This is an optimization exercise on Yosys and OpenROAD, whose aim is small area and a short achievable clock period, not a production implementation.
In this exercise RTL edits were held to simulation tests only and were not proved equivalent to the original.
Power is estimated from default activity; no workload was simulated.

Setup of the previous run:
// DSP
module DSP(A, B, C, D, clk, rst_n, P);
input  [17:0] A, B, D;
input  [47:0] C;
input clk, rst_n;
output reg [47:0] P;
reg  [17:0] s1, s2, s3, a1;
reg  [8:0] ah;
reg  [26:0] y0;
reg  [47:0] z0;
reg  [26:0] y1;
reg  [47:0] z1;
wire pp1;
wire pp2;
wire pp3;
wire pp4;
wire pp5;
wire pp6;
wire pp7;
wire pp8;
wire pp9;
wire pp10;
wire pp11;
wire pp12;
wire pp13;
wire pp14;
wire pp15;
wire pp16;
wire pp17;
wire pp18;
wire pp19;
wire pp20;
wire pp21;
wire pp22;
wire pp23;
wire pp24;
wire pp25;
wire pp26;
wire pp27;
wire pp28;
wire pp29;
wire pp30;
wire pp31;
wire pp32;
wire pp33;
wire pp34;
wire pp35;
wire pp36;
wire pp37;
wire pp38;
wire pp39;
wire pp40;
wire pp41;
wire pp42;
wire pp43;
wire pp44;
wire pp45;
wire pp46;
wire pp47;
wire pp48;
wire pp49;
wire pp50;
wire pp51;
wire pp52;
wire pp53;
wire pp54;
wire pp55;
wire pp56;
wire pp57;
wire pp58;
wire pp59;
wire pp60;
wire pp61;
wire pp62;
wire pp63;
wire pp64;
wire pp65;
wire pp66;
wire pp67;
wire pp68;
wire pp69;
wire pp70;
wire pp71;
wire pp72;
wire pp73;
wire pp74;
wire pp75;
wire pp76;
wire pp77;
wire pp78;
wire pp79;
wire pp80;
wire pp81;
wire pp82;
wire pp83;
wire pp84;
wire pp85;
wire pp86;
wire pp87;
  ...
Size in the first run: about 1700 cells after synthesis, ~260 flip-flops, about 150 I/O pins, ~19000 sq um of cells after synthesis.
clock: 7.0 ns
lec_check: 0
cap_margin: 20
core_margin: 2
core_utilization: 40
setup_slack_margin: 4.0
slew_margin: 20
run.sh (not shown) runs the stock make flow with config.mk's settings and CLKGATE_MAP_FILE= SYNTH_SCRIPT=/design/flow/synth_recipe.tcl, a recipe that flattens the netlist after the stock synthesis.
Here is what was changed in the inputs of the current run compared with the previous run.
-- flow/config.mk --
<<< the previous run, line 9
export CORE_MARGIN = 2
export CORE_UTILIZATION = 40
export SETUP_SLACK_MARGIN = 4.0
export SLEW_MARGIN = 20
>>> the current run, line 9
export CORE_MARGIN = 2
export CORE_UTILIZATION = 40
export SLEW_MARGIN = 20
## What came out
Comparing the previous run and the current run, wire length on met3 is higher on the previous run.
Looking only at final standard cell area without fillers, and setting everything else aside, the higher value of the previous run and the current run goes to the previous run.
The previous run → the current run: measured slew at the worst slew-check pin picked up an extra 48 ps, proportion of power drawn by combinational gates lost 2.8 points.
Between the current run and the previous run, the multi-input gate share of total cell area figures differ only marginally.
Worst setup slack after layout deteriorates in the current run relative to the previous run.


Another version of the RTL of DSP (not shown whole).
Size in the first run: ~1400 cells after synthesis, ~290 flip-flops, about 18000 um2 of cells after synthesis.
Design DSP, start of the top module:
module DSP(A, B, C, D, clk, rst_n, P);
input  [17:0] A, B, D;
input  [47:0] C;
input clk, rst_n;
output reg [47:0] P;
reg  [17:0] s1, s2, s3, a1;
reg  [4:0] ah;
reg  [30:0] y0;
reg  [30:0] y1;
reg  [30:0] y2;
reg  [47:0] z0;
reg  [47:0] z1;
reg  [9:0] zl;
wire pp1;
wire pp2;
wire pp3;
wire pp4;
wire pp5;
wire pp6;
wire pp7;
wire pp8;
wire pp9;
wire pp10;
wire pp11;
wire pp12;
wire pp13;
wire pp14;
wire pp15;
wire pp16;
wire pp17;
wire pp18;
wire pp19;
wire pp20;
wire pp21;
wire pp22;
wire pp23;
wire pp24;
wire pp25;
wire pp26;
wire pp27;
wire pp28;
wire pp29;
wire pp30;
wire pp31;
wire pp32;
wire pp33;
wire pp34;
wire pp35;
wire pp36;
wire pp37;
wire pp38;
wire pp39;
wire pp40;
wire pp41;
wire pp42;
wire pp43;
wire pp44;
wire pp45;
wire pp46;
wire pp47;
wire pp48;
wire pp49;
wire pp50;
wire pp51;
wire pp52;
wire pp53;
wire pp54;
wire pp55;
wire pp56;
wire pp57;
wire pp58;
wire pp59;
wire pp60;
wire pp61;
wire pp62;
wire pp63;
wire pp64;
wire pp65;
wire pp66;
wire pp67;
wire pp68;
wire pp69;
wire pp70;
wire pp71;
wire pp72;
wire pp73;
wire pp74;
wire pp75;
wire pp76;
wire pp77;
wire pp78;
wire pp79;
wire pp80;
wire pp81;
wire pp82;
wire pp83;
wire pp84;
wire pp85;
wire pp86;
wire pp87;
wire pp88;
wire pp89;
wire pp90;
wire pp91;
wire pp92;
wire pp93;
wire pp94;
wire pp95;
wire pp96;
wire pp97;
wire pp98;
wire pp99;
wire pp100;
wire pp101;
wire pp102;
wire pp103;
wire pp104;
wire pp105;
wire pp106;
wire pp107;
wire pp108;
wire pp109;
wire pp110;
wire pp111;
wire pp112;
wire pp113;
  ...
export LEC_CHECK = 0
export CAP_MARGIN = 20
export CORE_MARGIN = 2
export CORE_UTILIZATION = 40
export CTS_BUF_LIST = sky130_fd_sc_hd__clkbuf_16
export CTS_CLUSTER_DIAMETER = 200
export CTS_CLUSTER_SIZE = 24
export SETUP_SLACK_MARGIN = 4.0
export SLEW_MARGIN = 20
export SYNTH_HIERARCHICAL = 1
create_clock -name core_clock -period 7.0 [get_ports {clk}]
standard.sh (not shown) runs the stock make flow with config.mk's settings and CLKGATE_MAP_FILE= SYNTH_SCRIPT=/design/flow/synth_recipe.tcl, a recipe that flattens the netlist after the stock synthesis.
==> flow/flow/run.sh <==
#!/bin/bash
# The standard layout, with two changes to how it is made:
#  - the port buffers are plain sky130 buf_1 cells (the default pick is a slow delay cell),
#  - timing repair may swap cells across footprints (so it can resize those buffers).
set -euo pipefail
bash standard.sh "BUFFER_PORTS_ARGS=-buffer_cell sky130_fd_sc_hd__buf_1" MATCH_CELL_FOOTPRINT=0 finish > standard.log 2>&1
The first run produced a clean layout.
==> next run, changes <==
--- a/flow/config.mk
+++ b/flow/config.mk
@@ -11,5 +11,6 @@
 export CTS_BUF_LIST = sky130_fd_sc_hd__clkbuf_16
 export CTS_CLUSTER_DIAMETER = 200
-export CTS_CLUSTER_SIZE = 24
+export CTS_CLUSTER_SIZE = 30
+export PLACE_DENSITY = 0.8
 export SETUP_SLACK_MARGIN = 4.0
 export SLEW_MARGIN = 20
The new run ran to the end with no violations.
Synthesized cell count stays the same.
Worst setup slack gets worse by 0.023 ns.
Design area stays flat.
Power stays flat.
Cell count hardly moves.
==> next run, changes <==
--- a/flow/config.mk
+++ b/flow/config.mk
@@ -12,5 +12,4 @@
 export CTS_CLUSTER_DIAMETER = 200
 export CTS_CLUSTER_SIZE = 30
-export PLACE_DENSITY = 0.8
 export SETUP_SLACK_MARGIN = 4.0
 export SLEW_MARGIN = 20
- The changed run produced a clean layout
- worst hold slack gets better by 0.027 ns
- design area is about the same
- clock power went up by about 0.8%
- die area is unchanged
- power stays flat
- wire length decreases by about 1%
- combinational power stays flat

==> separate check: timing with driven ports <==
The flow's constraints put no driver on any port. The routed layouts listed below were extracted and timed again, unchanged, in two steps.
Step 1, drivers: a clkbuf_16 drives clk and a buf_2 each remaining input, both assumed.
Step 2 also shifts input and output timing later by t, the mid clock arrival at the registers, as if the neighbouring blocks saw the same clock.
Three values: no drivers, after step 1, after step 2; two values: the first two.
run | shift t [ns] | slack for setup (ns) | latest minus earliest clock arrival (ns) | slew at the worst register clock pin (ns) | worst slew at a driven data input, ns
the previous run | 0.608 | 3.701 / 3.701 / 3.345 | 0.026 / 0.026 | 0.06 / 0.06 | 0.05
the current run | 0.615 | 3.215 / 3.215 / 2.816 | 0.017 / 0.017 | 0.07 / 0.07 | 0.05
the first run of note 2 | 0.566 | 4.068 / 4.068 / 3.556 | 0.025 / 0.025 | 0.11 / 0.11 | 0.07
the second run of note 2 | 0.549 | 4.046 / 4.046 / 3.547 | 0.033 / 0.032 | 0.12 / 0.12 | 0.06
the third run of note 2 | 0.555 | 4.059 / 4.059 / 3.570 | 0.028 / 0.028 | 0.12 / 0.12 | 0.07
After both steps setup and hold are still met in every run listed. For the first run of note 2, which loses most, drivers alone change the setup slack by 0.000 ns; drivers and shift together by -0.512 ns.
